This design comes from an exercise in tuning for small area, a short achievable clock period and few clock cycles on the open sky130 flow, not from production work. The RTL was checked by simulation tests, not by an equivalence proof against the original design.

[design.v]
module gf256mul(
      input [7:0] a,
      input [7:0] b,
      output [7:0] z
      );
reg [14:0] c;
integer i, j;
always @* begin
  c = 15'd0;
  for (i = 0; i < 8; i = i + 1)
    for (j = 0; j < 8; j = j + 1)
      c[i+j] = c[i+j] ^ (a[i] & b[j]);
  for (i = 14; i >= 8; i = i - 1)
    if (c[i]) c = c ^ (15'h11d << (i - 8));
end
assign z = c[7:0];
endmodule
module gf256inv(input [7:0] a, output [7:0] z);
  wire [7:0] c;
  assign c[0] = a[0] ^ a[1] ^ a[2] ^ a[3] ^ a[4] ^ a[6] ^ a[7];
  assign c[1] = a[2] ^ a[3] ^ a[6] ^ a[7];
  assign c[2] = a[2] ^ a[4] ^ a[6];
  assign c[3] = a[3] ^ a[4] ^ a[5] ^ a[6];
  assign c[4] = a[4] ^ a[7];
  assign c[5] = a[1] ^ a[3] ^ a[4];
  assign c[6] = a[2] ^ a[5] ^ a[6];
  assign c[7] = a[5];
  wire [3:0] h = c[7:4], l = c[3:0];
  function [3:0] m16(input [3:0] x, input [3:0] y);
    reg [6:0] p; integer i, j;
    begin
      p = 7'd0;
      for (i = 0; i < 4; i = i + 1) for (j = 0; j < 4; j = j + 1) p[i+j] = p[i+j] ^ (x[i] & y[j]);
      m16 = p[3:0] ^ {p[6:4], 1'b0} ^ {1'b0, p[6:4]};
    end
  endfunction
  wire [3:0] h2l, l2;
  assign h2l[0] = h[2];
  assign h2l[1] = h[1] ^ h[2] ^ h[3];
  assign h2l[2] = h[1];
  assign h2l[3] = h[0] ^ h[2] ^ h[3];
  assign l2[0] = l[0] ^ l[2];
  assign l2[1] = l[2];
  assign l2[2] = l[1] ^ l[3];
  assign l2[3] = l[3];
  wire [3:0] dl = h2l ^ l2 ^ m16(h, l);
  reg [3:0] di;
  always @* case (dl)
    4'd0: di = 4'd0;
    4'd1: di = 4'd1;
    4'd2: di = 4'd9;
    4'd3: di = 4'd14;
    4'd4: di = 4'd13;
    4'd5: di = 4'd11;
    4'd6: di = 4'd7;
    4'd7: di = 4'd6;
    4'd8: di = 4'd15;
    4'd9: di = 4'd2;
    4'd10: di = 4'd12;
    4'd11: di = 4'd5;
    4'd12: di = 4'd10;
    4'd13: di = 4'd4;
    4'd14: di = 4'd3;
    4'd15: di = 4'd8;
  endcase
  wire [7:0] q = {m16(h, di), m16(h ^ l, di)};
  assign z[0] = q[0] ^ q[2] ^ q[4] ^ q[5];
  assign z[1] = q[1] ^ q[4] ^ q[5] ^ q[6] ^ q[7];
  assign z[2] = q[1] ^ q[3] ^ q[4] ^ q[7];
  assign z[3] = q[1] ^ q[2] ^ q[4];
  assign z[4] = q[2] ^ q[6] ^ q[7];
  assign z[5] = q[7];
  assign z[6] = q[1] ^ q[3] ^ q[4] ^ q[6];
  assign z[7] = q[2] ^ q[4] ^ q[6] ^ q[7];
endmodule
`timescale 1ns/100ps
module rs_decoder(
      input clk,
      input rst_n,
      input din_val,
      input din_sop,
      input din_eop,
      input [7:0] din,
      output [7:0] el1,
      output [7:0] el2,
      output [7:0] el3,
      output [7:0] el4,
      output [7:0] ev1,
      output [7:0] ev2,
      output [7:0] ev3,
      output [7:0] ev4,
      output [2:0] error_num,
      output dec_done,
      output dec_fail,
      output busy
      );
localparam P = 4;                
function [7:0] gmul(input [7:0] a, input [7:0] b);
  reg [14:0] c;
  integer i, j;
  begin
    c = 15'd0;
    for (i = 0; i < 8; i = i + 1)
      for (j = 0; j < 8; j = j + 1)
        c[i+j] = c[i+j] ^ (a[i] & b[j]);
    for (i = 14; i >= 8; i = i - 1)
      if (c[i]) c = c ^ (15'h11d << (i - 8));
    gmul = c[7:0];
  end
endfunction
function [7:0] apow(input integer e);
  integer i;
  reg [7:0] v;
  begin
    v = 8'h01;
    for (i = 0; i < e; i = i + 1)
      v = {v[6:0], 1'b0} ^ (v[7] ? 8'h1d : 8'h00);
    apow = v;
  end
endfunction
localparam [2:0] ST_IDLE = 3'd0,
                 ST_BD   = 3'd1,    
                 ST_BU   = 3'd2,    
                 ST_BS   = 3'd3,    
                 ST_OM   = 3'd4,    
                 ST_CH   = 3'd5,    
                 ST_FN   = 3'd6;    
reg [2:0] state;
reg [3:0] r;           
reg [3:0] L;           
reg [2:0] cnt;         
reg [7:0] base;        
reg [P-1:0] mask;      
reg done_r, fail_r;
reg [7:0] s [0:7];     
reg [7:0] lam [1:4];   
reg [7:0] q [1:4];     
reg [7:0] d;           
reg [7:0] xr [0:3];    
reg [7:0] elr [0:3];   
reg [7:0] evr [0:3];   
reg [7:0] xb;          
assign el1 = elr[0]; assign el2 = elr[1]; assign el3 = elr[2]; assign el4 = elr[3];
assign ev1 = evr[0]; assign ev2 = evr[1]; assign ev3 = evr[2]; assign ev4 = evr[3];
assign error_num = L[2:0];
assign dec_done = done_r;
assign dec_fail = fail_r;
assign busy = 1'b0;
wire in_fn  = (state == ST_FN);
wire use_d  = (state == ST_BU) | (state == ST_BS) | (in_fn & (r == 4'd0));
wire [7:0] la [1:4];
wire [7:0] lb [1:4];
wire [7:0] lz [1:4];
genvar gi, gj, gk;
generate
  for (gi = 1; gi <= 4; gi = gi + 1) begin : lane
    assign la[gi] = use_d ? d : lam[gi];
    assign lb[gi] = ((state == ST_BD) | (state == ST_OM)) ? s[8 - gi] :
                    ((state == ST_BU) | (state == ST_BS)) ? q[gi] :
                    (in_fn & (r == 4'd4)) ? evr[gi-1] : xr[gi-1];
    gf256mul mul(.a(la[gi]), .b(lb[gi]), .z(lz[gi]));
  end
endgenerate
wire [7:0] dsum = s[0] ^ (lz[1] & {8{r >= 4'd1}}) ^ (lz[2] & {8{r >= 4'd2}})
                       ^ (lz[3] & {8{r >= 4'd3}}) ^ lz[4] & {8{r >= 4'd4}};
wire dz = (dsum == 8'h00);
wire [7:0] inv_a = (state == ST_BU) ? d : evr[r[1:0]];
wire [7:0] inv_z;
gf256inv u_inv(.a(inv_a), .z(inv_z));
wire [7:0] ct   [0:4*P+P];     
wire [7:0] csum [1:P];
wire [7:0] codd [1:P];
wire [7:0] cx   [1:P];
wire [P:1] croot;
generate
  for (gk = 1; gk <= P; gk = gk + 1) begin : cpt
    for (gj = 1; gj <= 4; gj = gj + 1) begin : cterm
      localparam [7:0] C = apow(gj * gk);
      assign ct[gj*P+gk] = gmul(lam[gj], C);
    end
    localparam [7:0] CX = apow(gk);
    assign codd[gk] = ct[1*P+gk] ^ ct[3*P+gk];
    assign csum[gk] = 8'h01 ^ codd[gk] ^ ct[2*P+gk] ^ ct[4*P+gk];
    assign cx[gk]   = gmul(xb, CX);
    assign croot[gk] = (csum[gk] == 8'h00) & ~mask[gk-1] & ({1'b0, base} + gk - 1 <= 9'd254);
  end
endgenerate
reg [P:1] cfirst;
reg [7:0] cpos, cxv, codv;
integer pk;
always @* begin
  cfirst = {P{1'b0}};
  cpos = 8'h00; cxv = 8'h00; codv = 8'h00;
  for (pk = P; pk >= 1; pk = pk - 1)
    if (croot[pk]) begin
      cfirst = {P{1'b0}};
      cfirst[pk] = 1'b1;
      cpos = base + pk - 1;
      cxv = cx[pk];
      codv = codd[pk];
    end
end
wire c_any  = |croot;
wire c_more = |(croot & ~cfirst);
wire c_all  = c_any & ({1'b0, cnt} + 4'd1 == L);
wire c_last = ({1'b0, base} + P > 9'd254);
localparam [7:0] CXP = apow(P);
wire szero = ~|{s[0], s[1], s[2], s[3], s[4], s[5], s[6], s[7]};
wire swap  = ({L, 1'b0} < {1'b0, r});    
wire start = din_val & din_eop;
always @(posedge clk or negedge rst_n)
if (!rst_n) begin
  state  <= ST_IDLE;
  r      <= 4'd0;
  L      <= 4'd0;
  cnt    <= 3'd0;
  base   <= 8'd0;
  mask   <= {P{1'b0}};
  done_r <= 1'b0;
  fail_r <= 1'b0;
end else begin
  done_r <= 1'b0;
  case (state)
    ST_IDLE: if (start) begin
      state <= ST_BD;
      r     <= 4'd0;
      L     <= 4'd0;
    end
    ST_BD: begin
      if (r == 4'd0 && szero) begin
        state  <= ST_IDLE;
        done_r <= 1'b1;
        fail_r <= 1'b0;
      end else begin
        r <= r + 4'd1;
        if (!dz)
          state <= ST_BU;
        else if (r == 4'd7) begin
          state <= ST_OM;
          r     <= 4'd0;
        end
      end
    end
    ST_BU: begin
      if (swap) begin
        L     <= r - L;
        state <= ST_BS;
      end else if (r == 4'd8) begin
        state <= ST_OM;
        r     <= 4'd0;
      end else
        state <= ST_BD;
    end
    ST_BS: begin
      if (r == 4'd8) begin
        state <= ST_OM;
        r     <= 4'd0;
      end else
        state <= ST_BD;
    end
    ST_OM: begin
      r <= r + 4'd1;
      if (r == 4'd3) begin
        cnt  <= 3'd0;
        base <= 8'd0;
        mask <= {P{1'b0}};
        if (L > 4'd4 || L == 4'd0) begin
          state  <= ST_IDLE;
          done_r <= 1'b1;
          fail_r <= 1'b1;
        end else
          state <= ST_CH;
      end
    end
    ST_CH: begin
      if (c_any)
        cnt <= cnt + 3'd1;
      if (c_all) begin
        state <= ST_FN;
        r     <= 4'd0;
      end else if (c_more)
        mask <= mask | cfirst;
      else begin
        mask <= {P{1'b0}};
        base <= base + P;
        if (c_last) begin
          state  <= ST_IDLE;
          done_r <= 1'b1;
          fail_r <= 1'b1;
        end
      end
    end
    ST_FN: begin
      r <= r + 4'd1;
      if (r == 4'd4) begin
        state  <= ST_IDLE;
        done_r <= 1'b1;
        fail_r <= 1'b0;
      end
    end
    default: state <= ST_IDLE;
  endcase
end
integer si;
always @(posedge clk)
  if (din_val) begin
    for (si = 0; si < 8; si = si + 1)
      s[si] <= (din_sop ? 8'h00 : gmul(s[si], apow(si + 1))) ^ din;
  end else if ((state == ST_BD && !(r == 4'd0 && szero)) || (state == ST_OM && r != 4'd3)) begin
    for (si = 0; si < 8; si = si + 1)
      s[si] <= s[(si + 1) % 8];
  end
integer li;
always @(posedge clk) begin
  case (state)
    ST_BD: if (r == 4'd0) begin
      for (li = 1; li <= 4; li = li + 1) lam[li] <= 8'h00;
    end
    ST_BU: for (li = 1; li <= 4; li = li + 1) lam[li] <= lam[li] ^ lz[li];
    ST_CH: if (!c_any || (!c_all && !c_more)) begin
      lam[1] <= ct[1*P+P]; lam[2] <= ct[2*P+P]; lam[3] <= ct[3*P+P]; lam[4] <= ct[4*P+P];
    end
    ST_FN: if (r != 4'd4) begin
      for (li = 1; li <= 4; li = li + 1)
        lam[li] <= lz[li] ^ ((r == 4'd0) ? q[2] : (r == 4'd1) ? q[1] : (r == 4'd2) ? s[5] : 8'h00);
    end
    default: ;
  endcase
end
always @(posedge clk) begin
  case (state)
    ST_BD: if (r == 4'd0) begin
      q[1] <= dz ? 8'h00 : 8'h01; q[2] <= dz ? 8'h01 : 8'h00; q[3] <= 8'h00; q[4] <= 8'h00;
    end else if (dz) begin
      q[1] <= 8'h00; q[2] <= q[1]; q[3] <= q[2]; q[4] <= q[3];
    end
    ST_BU: if (swap) begin
      q[1] <= 8'h01; q[2] <= lam[1]; q[3] <= lam[2]; q[4] <= lam[3];
    end else begin
      q[1] <= 8'h00; q[2] <= q[1]; q[3] <= q[2]; q[4] <= q[3];
    end
    ST_BS: for (li = 1; li <= 4; li = li + 1) q[li] <= lz[li];
    ST_OM: if (r == 4'd1) q[1] <= dsum; else if (r == 4'd2) q[2] <= dsum;
    default: ;
  endcase
end
always @(posedge clk) begin
  case (state)
    ST_BD: d <= dsum;
    ST_BU: d <= inv_z;
    ST_OM: if (r == 4'd3) d <= dsum;
    default: ;
  endcase
end
integer ei;
always @(posedge clk) begin
  if (state == ST_CH) begin
    xb <= c_any && (c_all || c_more) ? xb : gmul(xb, CXP);
    if (c_any) begin
      elr[cnt[1:0]] <= cpos;
      xr[cnt[1:0]]  <= cxv;
      evr[cnt[1:0]] <= codv;
    end
  end else if (state == ST_OM) begin
    xb <= 8'h01;
  end else if (state == ST_FN) begin
    if (r == 4'd4) begin
      for (ei = 0; ei < 4; ei = ei + 1) evr[ei] <= lz[ei+1];
    end else
      evr[r[1:0]] <= inv_z;
  end
end
endmodule
[run.sh]
#!/bin/bash
# synth_recipe.tcl (not shown) runs the flow's synth.tcl, then flattens the netlist and writes it again
# the make line also repeats each setting of config.mk as NAME=value (left out here)
make -C /OpenROAD-flow-scripts/flow DESIGN_CONFIG=/design/flow/config.mk WORK_HOME=/design/flow/orfs CLKGATE_MAP_FILE= SYNTH_SCRIPT=/design/flow/synth_recipe.tcl finish
[constraint.sdc]
create_clock -name core_clock -period 11.0 [get_ports {clk}]
set_input_delay 2.2000 -clock core_clock [delete_from_list [all_inputs] [get_ports {clk}]]
set_output_delay 2.2000 -clock core_clock [all_outputs]
set_load 0.01 [all_outputs]
[config.mk]
export PLATFORM = sky130hd
export DESIGN_NAME = rs_decoder
export DESIGN_NICKNAME = rs_decoder
export VERILOG_FILES = /design/flow/design.v
export SDC_FILE = /design/flow/constraint.sdc
export NUM_CORES = 4
export LEC_CHECK = 0
export CAP_MARGIN = 20
export CORE_MARGIN = 2
export CORE_UTILIZATION = 40
export PLACE_DENSITY = 0.6
export SLEW_MARGIN = 20
==> flow_summary.json, run 1 <==
{
  "outcome": "timing/DRC/antenna clean",
  "fillers": 6334,
  "place_hpwl_mm": 84.78,
  "r2r_start": "r[0]",
  "path_cells": "inv_1 > ha_1 > nand4bb_1 > a21oi_1 > a21o_1 > o221ai_1 > o21ai_0 > a22oi_1 > xnor2_1 > xor3_1 > xnor2_1 > o21ai_0 > xnor2_1 > xnor2_1 > nand2b_1 > nor4_1 > and3_1 > nor3_1 > a21o_1 > nor2_1",
  "synth_top_area_cell": "edfxtp_1",
  "final_util_pct": 44.37,
  "setup_violations": 0,
  "skew_ns": 0.04291,
  "yosys_warnings": 9,
  "clockBufferDepth": 3,
  "hold_buffers": 0,
  "synthToLayoutAreaGrowth_pct": 10.27,
  "syn_nets": 3031,
  "clockRootBuffer": "clkbuf_16",
  "reg2reg_depth": 20,
  "drive_gt1_share_pct": 6.443,
  "core-area_sq_um": 64000,
  "critPathTopFamily": "simple AND/OR/NAND/NOR gates",
  "io_buffers": 81,
  "drtPass1Iterations": 8,
  "io_pins": 83,
  "grt_pass1_wl_mm": 158.1,
  "dieArea_sq_um": 66420,
  "ys_seq_elements": 266,
  "tritoncts": "yes",
  "via_per_inst": 6.119,
  "ant_nets": 0,
  "h-tree-depth": 2,
  "synth_cell_types": 100,
  "synthTopCellsByArea": "edfxtp_1, xnor2_1, xor2_1, nor2_1, a21oi_1",
  "syn_area_sq_um": 25750,
  "tns_ns": 0,
  "postSynthAreaPerCell_sq_um": 8.635,
  "grt_usage_pct": 32.27,
  "cts.sinks": 266,
  "drt-wirelength-per-cell_um": 28.69,
  "overflow": 0,
  "postCtsSetupBuffers": 0,
  "r2r_setup_slack_ns": 2.03,
  "synth_edf_count": 240,
  "vias": 23470,
  "path_max_fanout": 18,
  "reg2reg_to": "q[2][6]",
  "holdPathStages": 2,
  "clk-insertion-delay-late_ns": 0.57,
  "wl_mm": 110.0,
  "die_x_um": 257.7,
  "drv_cap": 0,
  "numCtsBuffers": 34,
  "gp_congestion": 1.024,
  "hold_end": "mask[3]",
  "finalNonFillerCells": 3835,
  "crit_type": "register to register",
  "cpPeakStageDelay_ns": 1.02,
  "synth_most_common_cell": "xnor2_1",
  "die_y_um": 257.7,
  "synth.top_cell.area_share_pct": 27.99,
  "synth_ff_type": "edfxtp_1",
  "synthCells": 2982,
  "timing.final.hold_violations": 0,
  "post_cts_resized": 0,
  "rsz0062_at_grt": "false",
  "required_ns": 11.17,
  "nets": 3004,
  "end_kind": "register",
  "worst_slew_pin_slew_ns": 1.160,
  "fin_crit_sh_pct": 81.59,
  "slew_viol_final": 0,
  "clk_pin_slew_ns": 0.06,
  "grt_antenna_before_repair": 1,
  "maxSlewHeadroom_pct": 22.08,
  "period_needed_ns": 8.974,
  "grt_pass1_vias": 22400,
  "rows": 93,
  "cp_common_cell": "xnor2_1",
  "worstHoldStart": "mask[3]",
  "hold_class": "register to register",
  "drc": 0,
  "max_freq_mhz": 111.4,
  "cp-start-kind": "register",
  "synth-async-reset-ratio_pct": 9.774,
  "cp_data_arrival_time_ns": 9.14,
  "antennaDiodeCount": 0,
  "seq_area_frac_synth_pct": 30.52,
  "grt_max_degree": 100,
  "place_inst": 3773,
  "cp_slowest_cell": "a21oi_1",
  "start_util_pct": 40.23,
  "first_iter_violations": 2981,
  "path_buf_inv": 1,
  "synthTopCellsByCount": "xnor2_1, nor2_1, nand2_1"
}
-- layer usage --
metal	share of wire (%)	vias to the layer above	track usage (%)
li1	-	10350	-
met1	40	11440	42.39
met2	44	1350	50.12
met3	9.3	334	6.400
met4	6.1	0	17.24
met5	0	-	0
-- per-stage QoR --
step           area, sq um  hold WS [ns]  setup slack (ns)
3_3_place_gp         27290        0.5096             2.111
4_1_cts              28380        0.5236             2.376
6_report             28390        0.5100             2.026
3_5_place_dp         27300        0.5005             2.454
5_1_grt              28390        0.5489             1.875
2_1_floorplan        25750        0.4628             4.592
-- placed cells by master (no fill, tap or decap), types with 8 or more instances in the layout --
cell type          n
o211ai_1          19
nand2_1          264
mux2i_1           21
inv_1             46
o22ai_1           19
o21ai_0          194
nor3_1            29
xnor2_1          517
o21ai_1           13
a31oi_1           11
a211oi_1          24
ha_1              35
a21boi_0           9
nand4_1           14
or2_2             10
buf_4             70
clkinv_1           9
nor2_1           388
nor4_1            21
clkdlybuf4s50_1   79
a22o_1             8
a21oi_1          217
a21o_1            45
and3_1            15
a32oi_1           19
and2_1            18
xor2_1           174
clkbuf_16         35
o21a_1             9
clkbuf_1           8
a222oi_1           8
xnor3_1           44
edfxtp_1         240
or3_1             10
nand3_1           75
dfrtp_1           26
nand2b_1          15
nor2b_1           24
a22oi_1           22
-- flip-flops by register name, indices dropped and copies added (netlist names) --
| name | cells |
|---|---|
| d | 8 |
| evr | 32 |
| fail_r | 1 |
| L | 4 |
| q | 32 |
| lam | 32 |
| xr | 32 |
| state | 3 |
| base | 6 |
| s | 64 |
| elr | 32 |
| cnt | 3 |
| done_r | 1 |
| mask | 4 |
| xb | 8 |
| r | 4 |
-- worst min-delay path: cells and delay by family, from the launching register on --
kind	cells	cell delay [ns]
DFF	1	0.35
and+or+nand+nor	1	0.08
AOI/OAI and AO/OA	1	0.04
-- layout make-up --
class | instances | area [sq um] | area share (%)
Multi-Input combinational cell | 2453 | 16880 | 59.46
Timing Repair Buffer | 150 | 1321 | 4.653
Sequential cell | 266 | 7858 | 27.67
Clock buffer | 43 | 905.9 | 3.190
Tap cell | 855 | 1070 | 3.768
Inverter | 50 | 187.7 | 0.6610
Clock inverter | 18 | 168.9 | 0.5949
-- how the worst max path moves through the flow --
stage,from,endpoint,slack (ns),cells past startpoint
after floorplan,state[0],evr[2][6],4.59,28
after global placement,r[0],q[3][4],2.11,18
after detailed placement,r[0],q[1][2],2.45,20
after CTS,r[0],q[1][2],2.38,20
after global routing,r[0],q[1][1],1.87,20
final,r[0],q[2][6],2.03,20
-- logic make-up after synthesis --
family	after synthesis	share of synthesized area, %
muxes	40	2.075
AOI/OAI and AO/OA	718	17.63
xor gates and xnor gates	748	28.32
buffers and inverters	263	4.135
and+or+nand+nor	910	15.52
DFF	266	30.52
adders and majority gates	36	1.778
other	1	0.01456
Testbench counts, summed over its fixed seeds: cycles 123,859.
==> run 2, diff against run 1 <==
--- a/config.mk
+++ b/config.mk
@@ -9,4 +9,5 @@
 export CORE_MARGIN = 2
 export CORE_UTILIZATION = 40
 export PLACE_DENSITY = 0.6
+export SETUP_SLACK_MARGIN = 5
 export SLEW_MARGIN = 20
==> flow_summary.json, run 2 <==
{
  "outcome": "timing/DRC/antenna clean",
  "setup_violations": 0,
  "postSynthAreaPerCell_sq_um": 8.635,
  "core-area_sq_um": 64000,
  "cp-start-kind": "register",
  "largest_reg_flops": 64,
  "wl_mm": 114.7,
  "via_per_inst": 6.173,
  "maxSlewHeadroom_pct": 15.90,
  "tns_ns": 0,
  "clockBufferDepth": 3,
  "period_needed_ns": 6.319,
  "h-tree-depth": 1,
  "final_common_cell": "xnor2_1",
  "synth-async-reset-ratio_pct": 9.774,
  "die_x_um": 257.7,
  "clk_pin_slew_ns": 0.07,
  "timing.final.hold_violations": 0,
  "drt-wirelength-per-cell_um": 28.48,
  "synth_most_common_cell": "xnor2_1",
  "path_max_fanout": 5,
  "grt_antenna_before_repair": 5,
  "grt_max_degree": 104,
  "yosys_warnings": 9,
  "end_kind": "register",
  "hold_class": "register to register",
  "cp_data_arrival_time_ns": 6.69,
  "synthTopCellsByArea": "edfxtp_1, xnor2_1, xor2_1, nor2_1, a21oi_1",
  "start_util_pct": 40.23,
  "dp_slack_ns": 2.246,
  "fin_crit_sh_pct": 57.44,
  "nets": 3194,
  "drtPass1Iterations": 8,
  "first_iter_violations": 3345,
  "gp_congestion": 1.064,
  "clk-insertion-delay-late_ns": 0.62,
  "overflow": 0,
  "drive_gt1_share_pct": 20.69,
  "crit_type": "register to register",
  "skew_ns": 0.01874,
  "synth_ff_type": "edfxtp_1",
  "slew_viol_final": 0,
  "dieArea_sq_um": 66420,
  "clockRootBuffer": "clkbuf_16",
  "worst_slew_pin_slew_ns": 1.257,
  "synthXorXnorAreaFrac_pct": 28.32,
  "drc": 0,
  "io_buffers": 81,
  "hold_buffers": 0,
  "synth_edf_count": 240,
  "synth_compound_area_share_pct": 17.63,
  "die_y_um": 257.7,
  "grt_pass1_vias": 23460,
  "synthTopCellsByCount": "xnor2_1, nor2_1, nand2_1",
  "grt_pass1_wl_mm": 163.1,
  "syn_area_sq_um": 25750,
  "layout_common_cells": "xnor2_1, nor2_1, nand2_1",
  "vias": 24860,
  "rsz0062_at_grt": "true",
  "drv_cap": 0,
  "ant_nets": 0,
  "regMostFlops": "s",
  "yosys.area_share.adder_pct": 1.778,
  "fillers": 5900,
  "tritoncts": "yes",
  "synthToLayoutAreaGrowth_pct": 25.20,
  "numCtsBuffers": 31,
  "cts.sinks": 266,
  "synthSimpleGateAreaFrac_pct": 15.52,
  "rows": 93,
  "muxShareOfSynthArea_pct": 2.075,
  "seq_area_frac_synth_pct": 30.52,
  "finalWorstSetupSlack_ns": 4.681,
  "max_freq_mhz": 158.3,
  "required_ns": 11.37,
  "synthCells": 2982,
  "synth_top_family_by_area": "XOR/XNOR gates",
  "synth_top_area_cell": "edfxtp_1",
  "place_hpwl_mm": 84.06,
  "ys_seq_elements": 266,
  "holdWs_ns": 0.5339,
  "syn_nets": 3031,
  "grt_usage_pct": 33.00,
  "io_pins": 83,
  "synth_cell_types": 100,
  "synth.top_cell.area_share_pct": 27.99
}
-- run 2: metal layers --
layer  vias up  track usage (%)  share of wire (%)
met3       400            8.284                 11
met1     12110            43.43                 39
met5         -                0              0.025
li1      10740                -                  -
met4         4            18.45                7.0
met2      1606            49.47                 43
-- run 2: per-stage QoR --
| stage | cell area (sq um) | util, % | cells |
|---|---|---|---|
| 3_5_place_dp | 27420 | 42.84 | 3781 |
| 6_report | 32240 | 50.37 | 4028 |
| 4_1_cts | 30650 | 47.90 | 3941 |
| 3_3_place_gp | 27410 | 42.83 | 3781 |
| 2_1_floorplan | 25830 | - | 2982 |
| 5_1_grt | 32230 | 50.37 | 4026 |
-- run 2: path summary, 6_finish.rpt --
check                          start  slack, ns        end  cells after the start
setup / recovery           evr[0][4]       4.68  evr[0][6]                     22
hold / removal               mask[3]       0.53    mask[3]                      2
setup reg to reg           evr[0][4]       4.68  evr[0][6]                     22
hold reg to reg              mask[3]       0.53    mask[3]                      2
max in group asynchronous      rst_n       8.69       r[0]                      2
min in group asynchronous      rst_n       1.98     fail_r                      2
-- run 2: cell families (layout without fill, tap and decap cells) --
group | after synthesis | count (layout)
and+or+nand+nor | 910 | 912
xor gates and xnor gates | 748 | 748
AOI/OAI and AO/OA | 718 | 720
DFF | 266 | 266
buffers and inverters | 263 | 447
muxes | 40 | 40
adders and majority gates | 36 | 36
other | 1 | 4
-- run 2: layout make-up --
cell class	instances	area, sq um	share of cell area, %
diodes	3	7.507	0.02329
clock buffers	36	814.5	2.527
clock inverters	22	267.8	0.8306
inverters	50	195.2	0.6054
multi-input cells	2457	18930	58.71
flip-flops and latches	266	7869	24.41
well taps	855	1070	3.318
repair buffers	339	3088	9.579
-- run 2: critical path, cell delays in order (launching register included) --
cell,delay (ns)
edfxtp_1,0.58
mux4_2,0.63
or3_1,0.35
nand3_1,0.12
and2_4,0.17
xnor3_1,0.42
ha_2,0.20
xor2_2,0.15
xnor2_2,0.15
xnor2_2,0.16
xnor2_2,0.25
ha_2,0.22
inv_2,0.04
or4_4,0.52
o211ai_4,0.14
buf_6,0.14
nand2_2,0.06
xnor3_2,0.40
xnor3_2,0.45
xnor2_4,0.25
mux2i_4,0.33
a21oi_2,0.11
a21o_1,0.19
-- run 2: timing repair --
action,4_1_cts,5_1_grt
gates resized for setup,257,178
gates cloned,3,5
setup endpoints to repair,118,102
setup buffers,99,79
pin swaps,38,43

[separate check: timing with driven ports]
The results above use ideal ports. As a check the final layouts listed here were re-extracted and re-timed, cells and wires unchanged. Step 1 (the two cells are an assumption about what drives the block):
set clk [get_ports {clk}]
set_driving_cell -lib_cell sky130_fd_sc_hd__clkbuf_16 $clk
set_driving_cell -lib_cell sky130_fd_sc_hd__buf_2 [delete_from_list [all_inputs] $clk]
Step 2 also shifts input and output timing later by t, the mid clock arrival at the registers, as if the neighbouring blocks saw the same clock. a / b / c = ideal ports / drivers / drivers and shift; a / b = the first two.
| run | t (ns) | setup WS [ns] | worst register clock-pin slew, ns | worst slew at a driven data input, ns |
|---|---|---|---|---|
| run 1 | 0.610 | 2.026 / 2.026 / 2.026 | 0.07 / 0.07 | 0.03 |
| run 2 | 0.676 | 4.681 / 4.681 / 4.681 | 0.07 / 0.07 | 0.03 |
After both steps every run listed still meets setup and hold.
